Source: an optimization exercise on an open RTL-to-GDS flow (aim: small area). Production flows keep margins and buffers that such runs may drop. Function was checked by simulation only, so behaviour that the tests miss may differ from the original. Power is estimated from default activity; no workload was simulated.

==> inputs of run A <==
==> flow/design.v <==
`timescale 1ns / 1ps
module Decoder(input Clk,
               input rst,
               input High,
               input Low,
               output reg [31:0] Out,
               output reg valid,
               input speed
    );
reg [1:0] High_reg;
reg [1:0] Low_reg;
reg decode_h, decode_l;
reg [8:0] high_cnt, low_cnt;
reg [2:0] flg_h, flg_l;
reg m1_h, m0_h, m1_l, m0_l;
reg [31:0] out_r;
reg dis_reg;
reg [5:0] cnt_v;
reg flg;
reg [3:0] cnt_v_h, cnt_v_l;
always @(posedge Clk) begin
  High_reg <= {High_reg[0], High};
  Low_reg  <= {Low_reg[0], Low};
end
wire cv32 = (cnt_v == 6'd32);
wire h_e37 = (high_cnt == 9'd37), h_e38 = (high_cnt == 9'd38), h_e317 = (high_cnt == 9'd317);
wire l_e37 = (low_cnt == 9'd37),  l_e38 = (low_cnt == 9'd38),  l_e317 = (low_cnt == 9'd317);
wire h_f0 = (flg_h == 3'd0), h_f2 = (flg_h == 3'd2), h_f6 = (flg_h == 3'd6);
wire l_f0 = (flg_l == 3'd0), l_f2 = (flg_l == 3'd2), l_f6 = (flg_l == 3'd6);
wire h_hitG = speed ? h_e37 : h_e317;
wire l_hitG = speed ? l_e37 : l_e317;
wire h_hitD = speed ? (h_f0 ? h_e37 : h_e38) : h_e317;
wire l_hitD = speed ? (l_f0 ? l_e37 : l_e38) : l_e317;
wire h_act = decode_h | cv32;
wire l_act = decode_l | cv32;
wire h_inc = (decode_h & h_hitD) | (cv32 & h_hitG);
wire l_inc = (decode_l & l_hitD) | (cv32 & l_hitG);
wire h_clr = cv32 ? (h_hitG & ~h_f2) : (decode_h & h_hitD);
wire l_clr = cv32 ? (l_hitG & ~l_f2) : (decode_l & l_hitD);
wire h_shift = h_inc & ~h_f2;
wire l_shift = l_inc & ~l_f2;
wire h_end = h_act & h_f6;
wire l_end = l_act & l_f6;
wire acc_h = decode_h & h_f6 & m1_h;
wire acc_l = decode_l & l_f6 & m1_l;
wire gap_h = cv32 & h_f6 & m0_h;
wire gap_l = cv32 & l_f6 & m0_l;
wire acc = acc_h | acc_l;
wire both4 = (cnt_v_h == 4'd4) & (cnt_v_l == 4'd4);
always @(posedge Clk) begin
  if (h_shift) begin
    m1_h <= (flg_h[2] | flg_h[1]) ? (m1_h & ~High) : (h_f0 ? High : (m1_h & High));
    m0_h <= ~High & (h_f0 | m0_h);
  end
  if (l_shift) begin
    m1_l <= (flg_l[2] | flg_l[1]) ? (m1_l & ~Low) : (l_f0 ? Low : (m1_l & Low));
    m0_l <= ~Low & (l_f0 | m0_l);
  end
  if (acc & ~rst)
    out_r <= {~acc_l, out_r[31:1]};
  if (valid & ~rst)
    Out <= out_r;
end
always @(posedge Clk) begin
  if (rst) begin
    valid <= 1'b0;
    decode_h <= 1'b0;
    decode_l <= 1'b0;
    high_cnt <= 9'd0;
    low_cnt <= 9'd0;
    flg_h <= 3'd0;
    flg_l <= 3'd0;
    dis_reg <= 1'b0;
    cnt_v <= 6'd0;
    flg <= 1'b0;
    cnt_v_h <= 4'd0;
    cnt_v_l <= 4'd0;
  end else begin
    valid <= flg;
    flg <= ~valid & (flg | both4);
    if (h_end) decode_h <= 1'b0;
    else if (~dis_reg & ~High_reg[1] & High_reg[0]) decode_h <= 1'b1;
    if (l_end) decode_l <= 1'b0;
    else if (~dis_reg & ~Low_reg[1] & Low_reg[0]) decode_l <= 1'b1;
    if (decode_l) dis_reg <= ~l_f6;
    else if (decode_h) dis_reg <= ~h_f6;
    if (h_clr) high_cnt <= 9'd0;
    else if (h_act) high_cnt <= high_cnt + 9'd1;
    if (l_clr) low_cnt <= 9'd0;
    else if (l_act) low_cnt <= low_cnt + 9'd1;
    if (h_end) flg_h <= 3'd0;
    else if (h_inc) flg_h <= flg_h + 3'd1;
    if (l_end) flg_l <= 3'd0;
    else if (l_inc) flg_l <= flg_l + 3'd1;
    if (both4) begin
      cnt_v <= 6'd0;
      cnt_v_h <= 4'd0;
      cnt_v_l <= 4'd0;
    end else begin
      if (acc) cnt_v <= cnt_v + 6'd1;
      if (gap_h) cnt_v_h <= cnt_v_h + 4'd1;
      if (gap_l) cnt_v_l <= cnt_v_l + 4'd1;
    end
  end
end
endmodule
==> flow/flow/run.sh <==
#!/bin/bash
# Layout flow: the standard.sh (standard synthesis, standard ORFS steps) with these changes:
#  - after the standard synthesis, the combinational logic is re-mapped for area with ABC
#    (flip-flop instances, their names and cell types are kept exactly as synthesised);
#  - port buffers use the smallest buffer cell;
#  - CTS inserts no dummy loads and uses clkbuf_4 buffers.
# Each tool's output goes to a log file in the work folder.
set -euo pipefail
W=$(pwd)
CTS="-sink_clustering_enable -repair_clock_nets -dont_use_dummy_load -buf_list sky130_fd_sc_hd__clkbuf_4 -sink_clustering_size 20 -sink_clustering_max_diameter 60"
ARGS=("BUFFER_PORTS_ARGS=-buffer_cell sky130_fd_sc_hd__buf_1" "CTS_ARGS=$CTS")
bash standard.sh "${ARGS[@]}" synth > synth.log 2>&1
R=$W/orfs/results/${FLOW_PLATFORM}/Decoder/base
cp $R/1_2_yosys.v $W/standard_netlist.v
REMAP_LIB=$FLOW_HOME/platforms/sky130hd/lib/sky130_fd_sc_hd__tt_025C_1v80.lib \
REMAP_IN=$W/standard_netlist.v REMAP_OUT=$W/remapped.v REMAP_SCRIPTS="$W/flow/a1.abc $W/flow/a2.abc $W/flow/a3.abc" \
REMAP_TOP=$FLOW_TOP REMAP_DONT_USE="sky130_fd_sc_hd__lpflow_* sky130_fd_sc_hd__probe*" \
REMAP_STAT=$W/remap_stat.txt yosys -c $W/flow/remap.tcl > remap.log 2>&1
cp $W/remapped.v $R/1_2_yosys.v
rm -f $R/1_synth.odb
bash standard.sh "${ARGS[@]}" finish > flow.log 2>&1
==> flow/flow/a1.abc <==
strash
dch -f
amap
topo
==> flow/flow/a2.abc <==
strash
&get -n
&deepsyn -T 90
&put
dch -f
amap
topo
==> flow/flow/a3.abc <==
strash
resub -K 8
rewrite -l
refactor -l
resub -K 10 -N 2
dch -f
amap
topo
==> flow/flow/remap.tcl <==
# Re-map the combinational logic of the standard synthesis netlist for area.
# Registers (flip-flop cell instances) are kept as they are, with their names and cell types.
# Several ABC scripts are tried; the smallest result is written.
yosys -import
set lib $::env(REMAP_LIB)
set in $::env(REMAP_IN)
set out $::env(REMAP_OUT)
read_liberty -ignore_miss_func $lib
read_verilog $in
hierarchy -top $::env(REMAP_TOP)
set ffs {}
foreach m [split [string trim [exec grep -o {sky130_fd_sc_hd__[a-z0-9_]*} $in | sort -u]] "\n"] {
  if {[regexp {__(e?df|sdf|dl|sedf|dfb|dfr|dfs)} $m]} { lappend ffs $m }
}
puts "keeping: $ffs"
foreach m $ffs { setattr -mod -set keep_hierarchy 1 $m }
flatten
opt_clean -purge
design -save base
set du {}
foreach c $::env(REMAP_DONT_USE) { lappend du -dont_use $c }
set best ""
set bestarea 1e30
foreach script $::env(REMAP_SCRIPTS) {
  design -load base
  if {[catch {abc -liberty $lib -script $script {*}$du} err]} { puts "script $script failed: $err"; continue }
  opt_clean -purge
  tee -q -o $out.stat.tmp stat -liberty $lib
  set fh [open $out.stat.tmp r]; set txt [read $fh]; close $fh
  if {[regexp {Chip area for module '\\\S+': ([0-9.]+)} $txt -> area]} {
    puts "script $script: area $area"
    if {$area < $bestarea} { set bestarea $area; set best $script; design -save bestdes }
  }
}
puts "best script: $best area $bestarea"
design -load bestdes
setundef -zero
splitnets
opt_clean -purge
hilomap -singleton -hicell sky130_fd_sc_hd__conb_1 HI -locell sky130_fd_sc_hd__conb_1 LO
insbuf -buf sky130_fd_sc_hd__buf_4 A X
foreach m $ffs { blackbox $m }
tee -o $::env(REMAP_STAT) stat -liberty $lib
write_verilog -noattr -nohex -nodec -selected $out
==> flow/standard.sh <==
#!/bin/bash
# synth_recipe.tcl (not shown) runs the flow's synth.tcl, then flattens the netlist and writes it again
# the make line also repeats each setting of config.mk as NAME=value (left out here)
make -C /OpenROAD-flow-scripts/flow DESIGN_CONFIG=/design/flow/config.mk WORK_HOME=/design/flow/orfs CLKGATE_MAP_FILE= SYNTH_SCRIPT=/design/flow/synth_recipe.tcl "${@:-finish}"
==> flow/config.mk <==
export PLATFORM = sky130hd
export DESIGN_NAME = Decoder
export DESIGN_NICKNAME = Decoder
export VERILOG_FILES = /design/flow/design.v
export SDC_FILE = /design/flow/constraint.sdc
export NUM_CORES = 4
export LEC_CHECK = 0
export CAP_MARGIN = 20
export CORE_MARGIN = 2
export CORE_UTILIZATION = 65
export SLEW_MARGIN = 20
==> flow/constraint.sdc <==
create_clock -name core_clock -period 10.0 [get_ports {Clk}]
set_input_delay 2.0000 -clock core_clock [delete_from_list [all_inputs] [get_ports {Clk}]]
set_output_delay 2.0000 -clock core_clock [all_outputs]
set_load 0.01 [all_outputs]
==> run R (differences from run A) <==
==> flow/run.sh (new file) <==
#!/bin/bash
# synth_recipe.tcl (not shown) runs the flow's synth.tcl, then flattens the netlist and writes it again
# the make line also repeats each setting of config.mk as NAME=value (left out here)
make -C /OpenROAD-flow-scripts/flow DESIGN_CONFIG=/design/flow/config.mk WORK_HOME=/design/flow/orfs CLKGATE_MAP_FILE= SYNTH_SCRIPT=/design/flow/synth_recipe.tcl finish
Settings changed: CORE_UTILIZATION 65 to 40.
removed: flow/flow/run.sh
removed: flow/flow/a1.abc
removed: flow/flow/a2.abc
removed: flow/flow/a3.abc
removed: flow/flow/remap.tcl
removed: flow/standard.sh
==> results.cfg <==
[worst_setup_path]
slowest_delay_ns = 0.57
arrival_ns = 3.66
crit_cells = 7

[pwr]
p_int_mw = 0.581
pg_comb_mw = 0.0142

[global_routing]
grtUsageMet3_pct = 6.66

[placement]
place_ws_ns = 5.89
dp_hpwl_um = 4310
dp.cells = 448

[status]
status = timing/DRC/antenna clean

[hold_path]
worstHoldStart = High_reg[0]

[final_layout]
multiInputGateArea_um2 = 963

[timing]
period_minus_slack_ns = 3.32

[die]
die_x_um = 82.9
[end of results for run A]
==> results.cfg <==
[worst_setup_path]
slowest_delay_ns = 0.90
crit_end = out_r[24]
cp_slowest_cell = a21oi_4
crit_cells = 2

[hold_path]
worstHoldStart = Low_reg[0]

[clocking]
clock-sinks = 115

[die]
die_x_um = 111
fp.dieH_um = 111
initial_core_util_pct = 41.5

[timing]
fin_crit_sh_pct = 35.5
period_minus_slack_ns = 3.55

[placement]
gp_congestion = 0.762
dp_hpwl_um = 4930
place_ws_ns = 5.98
dp.cells = 522

[status]
status = timing/DRC/antenna clean

[route]
wl_met2_um = 3330

[pwr]
pg_comb_mw = 0.0242
share_seq_of_total_power_pct = 44.3
p_int_mw = 0.888

[synthesis]
yosys_warnings = 1

[final_layout]
area_delta_synth_final_pct = 24.6
[end of results for run R]

========
==> inputs of run F <==
Starts from the design.v that is shown in full above.
export LEC_CHECK = 0
export CAP_MARGIN = 20
export CORE_MARGIN = 2
export CORE_UTILIZATION = 65
export SLEW_MARGIN = 20
create_clock -name core_clock -period 10.0 [get_ports {Clk}]
standard.sh (not shown) runs the stock make flow with config.mk's settings and CLKGATE_MAP_FILE= SYNTH_SCRIPT=/design/flow/synth_recipe.tcl, a recipe that flattens the netlist after the stock synthesis.
==> flow/flow/run.sh <==
#!/bin/bash
# Layout flow: the standard.sh (standard synthesis, standard ORFS steps) with these changes:
#  - after the standard synthesis, the combinational logic is re-mapped for area with ABC
#    (flip-flop instances, their names and cell types are kept exactly as synthesised);
#  - port buffers use the smallest buffer cell;
#  - CTS inserts no dummy loads and uses clkbuf_4 buffers.
# Each tool's output goes to a log file in the work folder.
set -euo pipefail
W=$(pwd)
CTS="-sink_clustering_enable -repair_clock_nets -dont_use_dummy_load -buf_list sky130_fd_sc_hd__clkbuf_4 -sink_clustering_size 20 -sink_clustering_max_diameter 60"
ARGS=("BUFFER_PORTS_ARGS=-buffer_cell sky130_fd_sc_hd__buf_1" "CTS_ARGS=$CTS")
bash standard.sh "${ARGS[@]}" synth > synth.log 2>&1
R=$W/orfs/results/${FLOW_PLATFORM}/Decoder/base
cp $R/1_2_yosys.v $W/standard_netlist.v
REMAP_LIB=$FLOW_HOME/platforms/sky130hd/lib/sky130_fd_sc_hd__tt_025C_1v80.lib \
REMAP_IN=$W/standard_netlist.v REMAP_OUT=$W/remapped.v REMAP_SCRIPTS="$W/flow/a1.abc $W/flow/a2.abc $W/flow/a3.abc $W/flow/a4.abc" \
REMAP_TOP=$FLOW_TOP REMAP_DONT_USE="sky130_fd_sc_hd__lpflow_* sky130_fd_sc_hd__probe*" \
REMAP_STAT=$W/remap_stat.txt yosys -c $W/flow/remap.tcl > remap.log 2>&1
cp $W/remapped.v $R/1_2_yosys.v
rm -f $R/1_synth.odb
bash standard.sh "${ARGS[@]}" finish > flow.log 2>&1
==> flow/flow/a1.abc <==
strash
dch -f
amap
topo
==> flow/flow/a2.abc <==
strash
&get -n
&deepsyn -T 90
&put
dch -f
amap
topo
==> flow/flow/a3.abc <==
strash
resub -K 8
rewrite -l
refactor -l
resub -K 10 -N 2
dch -f
amap
topo
==> flow/flow/a4.abc <==
strash
&get -n
&deepsyn -T 90
&put
dc2
dch -f
amap
topo
==> flow/flow/remap.tcl <==
# Re-map the combinational logic of the standard synthesis netlist for area.
# Registers (flip-flop cell instances) are kept as they are, with their names and cell types.
# Several ABC scripts are tried; the smallest result is written.
yosys -import
set lib $::env(REMAP_LIB)
set in $::env(REMAP_IN)
set out $::env(REMAP_OUT)
read_liberty -ignore_miss_func $lib
read_verilog $in
hierarchy -top $::env(REMAP_TOP)
set ffs {}
foreach m [split [string trim [exec grep -o {sky130_fd_sc_hd__[a-z0-9_]*} $in | sort -u]] "\n"] {
  if {[regexp {__(e?df|sdf|dl|sedf|dfb|dfr|dfs)} $m]} { lappend ffs $m }
}
puts "keeping: $ffs"
foreach m $ffs { setattr -mod -set keep_hierarchy 1 $m }
flatten
opt_clean -purge
design -save base
set du {}
foreach c $::env(REMAP_DONT_USE) { lappend du -dont_use $c }
set best ""
set bestarea 1e30
foreach script $::env(REMAP_SCRIPTS) {
  design -load base
  if {[catch {abc -liberty $lib -script $script {*}$du} err]} { puts "script $script failed: $err"; continue }
  opt_clean -purge
  tee -q -o $out.stat.tmp stat -liberty $lib
  set fh [open $out.stat.tmp r]; set txt [read $fh]; close $fh
  set top $::env(REMAP_TOP)
  if {[regexp "Chip area for module '\\\\$top': (\[0-9.\]+)" $txt -> area]} {
    puts "script $script: area $area"
    if {$area < $bestarea} { set bestarea $area; set best $script; design -save bestdes }
  }
}
puts "best script: $best area $bestarea"
design -load bestdes
setundef -zero
splitnets
opt_clean -purge
hilomap -singleton -hicell sky130_fd_sc_hd__conb_1 HI -locell sky130_fd_sc_hd__conb_1 LO
insbuf -buf sky130_fd_sc_hd__buf_4 A X
foreach m $ffs { blackbox $m }
tee -o $::env(REMAP_STAT) stat -liberty $lib
write_verilog -noattr -nohex -nodec -selected $out
==> run G: changes against run F <==
==> flow/design.v, changed modules only <==
module Decoder(input Clk,
               input rst,
               input High,
               input Low,
               output reg [31:0] Out,
               output reg valid,
               input speed
    );
reg [1:0] High_reg;
reg [1:0] Low_reg;
reg decode_h, decode_l;
reg [8:0] high_cnt, low_cnt;
reg [2:0] flg_h, flg_l;
reg m1_h, m0_h, m1_l, m0_l;
reg [31:0] out_r;
reg dis_reg;
reg [5:0] cnt_v;
reg flg;
reg [3:0] cnt_v_h, cnt_v_l;
function [8:0] nx9(input [8:0] s);
  nx9 = {s[7:0], s[8] ^ s[4] ^ (s[7:0] == 8'd0)};
endfunction
function [5:0] nx6(input [5:0] s);
  nx6 = {s[4:0], s[5] ^ s[4] ^ (s[4:0] == 5'd0)};
endfunction
function [3:0] nx4(input [3:0] s);
  nx4 = {s[2:0], s[3] ^ s[2] ^ (s[2:0] == 3'd0)};
endfunction
function [2:0] nx3(input [2:0] s);
  nx3 = {s[1:0], s[2] ^ s[1] ^ (s[1:0] == 2'd0)};
endfunction
localparam [8:0] C37 = 9'b011000011, C38 = 9'b110000110, C317 = 9'b101110101;
localparam [5:0] C32 = 6'b100100;
localparam [3:0] C4 = 4'b1001;
always @(posedge Clk) begin
  High_reg <= {High_reg[0], High};
  Low_reg  <= {Low_reg[0], Low};
end
wire cv32 = (cnt_v == C32);
wire h_e37 = (high_cnt == C37), h_e38 = (high_cnt == C38), h_e317 = (high_cnt == C317);
wire l_e37 = (low_cnt == C37),  l_e38 = (low_cnt == C38),  l_e317 = (low_cnt == C317);
wire h_f0 = (flg_h == 3'b000), h_f2 = (flg_h == 3'b010), h_f6 = (flg_h == 3'b110);
wire l_f0 = (flg_l == 3'b000), l_f2 = (flg_l == 3'b010), l_f6 = (flg_l == 3'b110);
wire h_hitG = speed ? h_e37 : h_e317;
wire l_hitG = speed ? l_e37 : l_e317;
wire h_hitD = speed ? (h_f0 ? h_e37 : h_e38) : h_e317;
wire l_hitD = speed ? (l_f0 ? l_e37 : l_e38) : l_e317;
wire h_act = decode_h | cv32;
wire l_act = decode_l | cv32;
wire h_inc = (decode_h & h_hitD) | (cv32 & h_hitG);
wire l_inc = (decode_l & l_hitD) | (cv32 & l_hitG);
wire h_clr = cv32 ? (h_hitG & ~h_f2) : (decode_h & h_hitD);
wire l_clr = cv32 ? (l_hitG & ~l_f2) : (decode_l & l_hitD);
wire h_shift = h_inc & ~h_f2;
wire l_shift = l_inc & ~l_f2;
wire h_end = h_act & h_f6;
wire l_end = l_act & l_f6;
wire acc_h = decode_h & h_f6 & m1_h;
wire acc_l = decode_l & l_f6 & m1_l;
wire gap_h = cv32 & h_f6 & m0_h;
wire gap_l = cv32 & l_f6 & m0_l;
wire acc = acc_h | acc_l;
wire both4 = (cnt_v_h == C4) & (cnt_v_l == C4);
always @(posedge Clk) begin
  if (h_shift) begin
    m1_h <= (flg_h[2] | flg_h[1]) ? (m1_h & ~High) : (h_f0 ? High : (m1_h & High));
    m0_h <= ~High & (h_f0 | m0_h);
  end
  if (l_shift) begin
    m1_l <= (flg_l[2] | flg_l[1]) ? (m1_l & ~Low) : (l_f0 ? Low : (m1_l & Low));
    m0_l <= ~Low & (l_f0 | m0_l);
  end
  if (acc & ~rst)
    out_r <= {~acc_l, out_r[31:1]};
  if (valid & ~rst)
    Out <= out_r;
end
always @(posedge Clk) begin
  if (rst) begin
    valid <= 1'b0;
    decode_h <= 1'b0;
    decode_l <= 1'b0;
    high_cnt <= 9'd0;
    low_cnt <= 9'd0;
    flg_h <= 3'd0;
    flg_l <= 3'd0;
    dis_reg <= 1'b0;
    cnt_v <= 6'd0;
    flg <= 1'b0;
    cnt_v_h <= 4'd0;
    cnt_v_l <= 4'd0;
  end else begin
    valid <= flg;
    flg <= ~valid & (flg | both4);
    if (h_end) decode_h <= 1'b0;
    else if (~dis_reg & ~High_reg[1] & High_reg[0]) decode_h <= 1'b1;
    if (l_end) decode_l <= 1'b0;
    else if (~dis_reg & ~Low_reg[1] & Low_reg[0]) decode_l <= 1'b1;
    if (decode_l) dis_reg <= ~l_f6;
    else if (decode_h) dis_reg <= ~h_f6;
    if (h_clr) high_cnt <= 9'd0;
    else if (h_act) high_cnt <= nx9(high_cnt);
    if (l_clr) low_cnt <= 9'd0;
    else if (l_act) low_cnt <= nx9(low_cnt);
    if (h_end) flg_h <= 3'd0;
    else if (h_inc) flg_h <= nx3(flg_h);
    if (l_end) flg_l <= 3'd0;
    else if (l_inc) flg_l <= nx3(flg_l);
    if (both4) begin
      cnt_v <= 6'd0;
      cnt_v_h <= 4'd0;
      cnt_v_l <= 4'd0;
    end else begin
      if (acc) cnt_v <= nx6(cnt_v);
      if (gap_h) cnt_v_h <= nx4(cnt_v_h);
      if (gap_l) cnt_v_l <= nx4(cnt_v_l);
    end
  end
end
endmodule
==> flow/flow/run.sh (replaced) <==
#!/bin/bash
# Standard ORFS layout (the standard.sh, standard synthesis) with two changes:
# port buffers use the smallest buffer cell, and CTS inserts no dummy loads.
set -euo pipefail
CTS="-sink_clustering_enable -repair_clock_nets -dont_use_dummy_load -buf_list sky130_fd_sc_hd__clkbuf_8 -sink_clustering_size 30 -sink_clustering_max_diameter 80"
bash standard.sh "BUFFER_PORTS_ARGS=-buffer_cell sky130_fd_sc_hd__buf_1" "CTS_ARGS=$CTS" finish > flow.log 2>&1
removed: flow/flow/a1.abc
removed: flow/flow/a2.abc
removed: flow/flow/a3.abc
removed: flow/flow/a4.abc
removed: flow/flow/remap.tcl
==> notes.md <==
- Run G completed with no timing, DRC or antenna violations. Run F completed without violations.
- Clock power: run G is larger than run F (41%).
- In run G the cell count is higher than in run F, by 4.9%.
- Between run G and run F, the lower wire length is in run F (gap 16%, measured against run F).
- Flip-flop and latch count is the same in run F and run G.
- Sequential power is about the same in run F and run G.
- In run F the via count is smaller than in run G, by about 11%.
- In run G the die area is higher than in run F, by 12%.
- Between run G and run F, the lower setup slack is in run F (gap 0.050 ns).
- Between run F and run G, the lower critical path depth is in run G (gap 2).

-- port drivers added, routing unchanged --
How much do the figures lean on ideal ports? The routed layouts below were timed once more, with nothing changed but the port constraints.
Step 1 (the two cells are an assumption about what drives the block):
set clk [get_ports {Clk}]
set_driving_cell -lib_cell sky130_fd_sc_hd__clkbuf_16 $clk
set_driving_cell -lib_cell sky130_fd_sc_hd__buf_2 [delete_from_list [all_inputs] $clk]
Step 2, shift: input delay + t, output delay - t, t = (earliest + latest rising clock arrival at the registers) / 2. This alone moves slack from input paths to output paths.
a / b / c = no drivers / after step 1 / after step 2; a / b = the first two.
| run | t, ns | slack for setup (ns) | hold slack, ns | worst setup path after step 2 | latest minus earliest clock arrival (ns) |
|---|---|---|---|---|---|
| run A | 0.504 | 6.677 / 6.681 / 6.177 | 0.341 / 0.341 / 0.341 | input to register | 0.037 / 0.037 |
| run R | 0.443 | 6.448 / 6.459 / 6.016 | 0.360 / 0.360 / 0.360 | input to register | 0.008 / 0.008 |
| run F | 0.493 | 6.648 / 6.655 / 6.162 | 0.355 / 0.355 / 0.355 | input to register | 0.045 / 0.044 |
| run G | 0.422 | 6.698 / 6.702 / 6.279 | 0.334 / 0.334 / 0.334 | input to register | 0.027 / 0.027 |
After both steps setup and hold are still met in every run listed. For run A, which loses most, drivers alone change the setup slack by +0.004 ns; drivers and shift together by -0.500 ns.
